What follows belongs to an exercise in optimizing a design on an open flow for small area, a short achievable clock period and few clock cycles per item; a production flow would make more cautious choices. The RTL was checked by simulation tests, not by an equivalence proof against the original design.

== run 1 ==
// top
module top #(
    parameter integer C_S00_AXIS_TDATA_WIDTH = 64,
    parameter integer C_M00_AXIS_TDATA_WIDTH = 64
)(
    input  wire                                 s00_axis_aclk,
    input  wire                                 s00_axis_aresetn,
    output wire                                 s00_axis_tready,
    input  wire [C_S00_AXIS_TDATA_WIDTH-1:0]    s00_axis_tdata,
    input  wire                                 s00_axis_tlast,
    input  wire                                 s00_axis_tvalid,
    output wire                                 m00_axis_tvalid,
    output wire [C_M00_AXIS_TDATA_WIDTH-1:0]    m00_axis_tdata,
    output wire                                 m00_axis_tlast
);
    wire clk = s00_axis_aclk;
    wire rstn = s00_axis_aresetn;
    assign s00_axis_tready = 1'b1;
    reg  [1:0] mrow;
    wire       beat  = s00_axis_tvalid;
    wire       vbeat = beat & (mrow == 2'd0);
    always @(posedge clk or negedge rstn) begin
        if (!rstn)
            mrow <= 2'd3;
        else if (beat) begin
            if (mrow != 2'd0)
                mrow <= mrow - 2'd1;
            else if (s00_axis_tlast)
  ...
Size: about 5800 cells after synthesis, about 140 I/O pins, roughly 0.062 mm^2 of cells after synthesis.
==> flow/config.mk <==
export PLATFORM = sky130hd
export DESIGN_NAME = top
export DESIGN_NICKNAME = top
export VERILOG_FILES = /design/flow/design.v
export SDC_FILE = /design/flow/constraint.sdc
export NUM_CORES = 4
export LEC_CHECK = 0
export ABC_AREA = 1
export CAP_MARGIN = 20
export CORE_MARGIN = 2
export CORE_UTILIZATION = 40
export CTS_CLUSTER_DIAMETER = 100
export CTS_CLUSTER_SIZE = 28
export SETUP_SLACK_MARGIN = 3.2
export SLEW_MARGIN = 20
export SYNTH_HIERARCHICAL = 1
export SYNTH_MINIMUM_KEEP_SIZE = 0
==> flow/constraint.sdc <==
create_clock -name core_clock -period 6.0 [get_ports {s00_axis_aclk}]
set_input_delay 1.2000 -clock core_clock [delete_from_list [all_inputs] [get_ports {s00_axis_aclk}]]
set_output_delay 1.2000 -clock core_clock [all_outputs]
set_load 0.01 [all_outputs]
run.sh (not shown) runs the stock make flow with config.mk's settings and CLKGATE_MAP_FILE= SYNTH_SCRIPT=/design/flow/synth_recipe.tcl, a recipe that flattens the netlist after the stock synthesis.
Testbench counts of run 1, summed over its fixed seeds: cycles 9,288, items 7,752.
## Diff of input files: run 2 against run 1
Settings: CTS_CLUSTER_SIZE now 24, was 28; CTS_CLUSTER_DIAMETER now 120, was 100.
[summary]
Comparing run 1 against run 2, there is no change at all in synthesized cell count.
Diff run 1..run 2 | total count of hold-check failures in the final report | negligible
For required time at the endpoint of the critical path, run 1 and run 2 come out practically identical.
Against run 1 as the reference, run 2 delivers a higher via total after detailed routing.
Fraction of the cycle the final worst path needs is higher on run 2
NOTE initial DRC count run 1->run 2 increased by a few percent
~same global-route wire length before repair in run 1 and run 2
Compared run 1 against run 2; number of nets in the layout within noise.
For run 3, these inputs were changed with respect to run 2:
Settings: swapping 20 for 5 in CAP_MARGIN; swapping 20 for 5 in SLEW_MARGIN.
--- outcome ---
Run 3 ran to completion and came out clean on the timing, design-rule and antenna checks.
The lower post-layout minimum cycle time of run 2 and run 3 is in run 3.
Run 3 against run 2: via count held, overall routed net length closely matched the old numbers.
On share of the clock period used by the worst path, run 3 tracks run 2 almost exactly.
For detail-routed via count per cell, run 2 and run 3 come out practically identical.
For cell area after layout, run 3 and run 2 come out practically identical.
The worst hold slack of run 3 and that of run 2 are within noise of each other.
Modified inputs, run 4 compared to run 3
Settings: a change of SETUP_SLACK_MARGIN from 3.2 to 3.3; a change of CAP_MARGIN from 5 to 20; a change of SLEW_MARGIN from 5 to 20.
Results
Aggregate routed wire length: run 4 worse than run 3. Delta (run 4 minus run 3): final non-filler cell area has increased, area used by sequential logic in the layout has remained practically unchanged. Run 4 vs run 3, critical path startpoint: vq[5] vs pq01[1].

* * *

Another version of the RTL of top (not shown whole).
For scale: ~6600 cells after synthesis, about 140 I/O pins, ~65000 sq um of cells after synthesis.
// top
module top #(
    parameter integer C_S00_AXIS_TDATA_WIDTH = 64,
    parameter integer C_M00_AXIS_TDATA_WIDTH = 64
)(
    input  wire                                 s00_axis_aclk,
    input  wire                                 s00_axis_aresetn,
    output wire                                 s00_axis_tready,
    input  wire [C_S00_AXIS_TDATA_WIDTH-1:0]    s00_axis_tdata,
    input  wire                                 s00_axis_tlast,
    input  wire                                 s00_axis_tvalid,
    output wire                                 m00_axis_tvalid,
    output wire [C_M00_AXIS_TDATA_WIDTH-1:0]    m00_axis_tdata,
    output wire                                 m00_axis_tlast
);
Settings: LEC_CHECK=0, ABC_AREA=1, ABC_CLOCK_PERIOD_IN_PS=2500, CAP_MARGIN=20, CORE_MARGIN=2, CORE_UTILIZATION=40, SETUP_SLACK_MARGIN=3.2, SLEW_MARGIN=20; clock period 6.0 ns.
The starting point produced a clean layout.
Testbench counts at the start, summed over its fixed seeds: cycles 9,288, items 7,752.
==> next run, changes <==
ABC_CLOCK_PERIOD_IN_PS = default   (was 2500)
CTS_CLUSTER_DIAMETER = 120   (was default)
CTS_CLUSTER_SIZE = 30   (was default)
SYNTH_HIERARCHICAL = 1   (was default)
SYNTH_MINIMUM_KEEP_SIZE = 0   (was default)
What happened: The changed run finished clean; via count drops by 8.8%; clock skew climbs by 4.7 ps; routed wire length drops by 8.1%; worst setup slack is better by 8.5 ps; clock-buffer cell count drops by 118; cell count drops by 12%; design area drops by 9.1%; register-to-register slack hardly moves.

* * *

P:
Starting RTL as in the previous note.
Design top, start of the top module:
module top #(
    parameter integer C_S00_AXIS_TDATA_WIDTH = 64,
    parameter integer C_M00_AXIS_TDATA_WIDTH = 64
)(
    input  wire                                 s00_axis_aclk,
    input  wire                                 s00_axis_aresetn,
    output wire                                 s00_axis_tready,
    input  wire [C_S00_AXIS_TDATA_WIDTH-1:0]    s00_axis_tdata,
    input  wire                                 s00_axis_tlast,
    input  wire                                 s00_axis_tvalid,
    output wire                                 m00_axis_tvalid,
    output wire [C_M00_AXIS_TDATA_WIDTH-1:0]    m00_axis_tdata,
    output wire                                 m00_axis_tlast
);
export LEC_CHECK = 0
export ABC_CLOCK_PERIOD_IN_PS = 2500
export CAP_MARGIN = 20
export CORE_MARGIN = 2
export CORE_UTILIZATION = 40
export SETUP_SLACK_MARGIN = 3.2
export SLEW_MARGIN = 20
create_clock -name core_clock -period 6.0 [get_ports {s00_axis_aclk}]
Testbench counts of P, summed over its fixed seeds: cycles 9,288, items 7,752.
Edits applied to the flow inputs when going from P to Q:
Settings: setting CTS_CLUSTER_SIZE to 24 for the first time; setting CTS_CLUSTER_DIAMETER to 120 for the first time; setting SYNTH_MINIMUM_KEEP_SIZE to 0 for the first time; removing ABC_CLOCK_PERIOD_IN_PS (formerly 2500); setting ABC_AREA to 1 for the first time; setting SYNTH_HIERARCHICAL to 1 for the first time.
Notes after the runs:
- Setup slack in Q is larger than in P.
- Q ends up with lower worst reg-to-reg path cell count than P does.
- Clock latency at the later pin of the worst-skew pair was lower in Q than in P.
- Compared with P, in Q placed instance count shows a reduction of 2,175; total congestion overflow level.
- P → Q: final area has decreased.
Modified inputs, R compared to Q
Settings: a deleted CTS_CLUSTER_SIZE that had been 24; a deleted CTS_CLUSTER_DIAMETER that had been 120.
## What came out
Cell with the largest stage delay on the worst path = fa_1: R; cell with the largest stage delay on the worst path = dlygate4sd2_1: Q. Looking at via count, R sits 684 above Q. Of the two candidates, Q has the better final standard cell area without fillers and R the worse one.

afterwards: timing with drivers on the ports:
How much do the figures lean on ideal ports? The routed layouts below were timed once more, with nothing changed but the port constraints. Step 1 assumes that a clkbuf_16 drives the clock port and a buf_2 every other input. Step 2 moves the port delays by t, midway between the first and last clock arrival at a register: inputs arrive t later, outputs are due t later. That takes back most of the time a late clock gives input paths. Three values: ideal ports, drivers, drivers and shift; two values: the first two.
run	shift t [ns]	slack for setup (ns)	worst data-port slew with drivers (ns)	pins driven straight from the clock port
run 1	0.764	3.190 / 3.181 / 2.465	0.16	1
run 2	0.778	3.170 / 3.170 / 2.501	0.16	1
run 3	0.778	3.176 / 3.176 / 2.508	0.16	1
run 4	0.789	3.115 / 3.115 / 2.622	0.13	1
the first run of note 2	0.851	3.200 / 3.200 / 2.419	0.14	1
the second run of note 2	0.774	3.208 / 3.181 / 2.512	0.14	1
P	0.842	3.144 / 3.144 / 2.415	0.04	1
Q	0.785	3.199 / 3.202 / 2.425	0.12	1
R	0.859	3.171 / 3.171 / 2.443	0.13	1
After both steps every run listed still meets setup and hold. The setup slack of the first run of note 2, which loses most, moves by 0.000 ns with the drivers and by -0.781 ns with both steps.
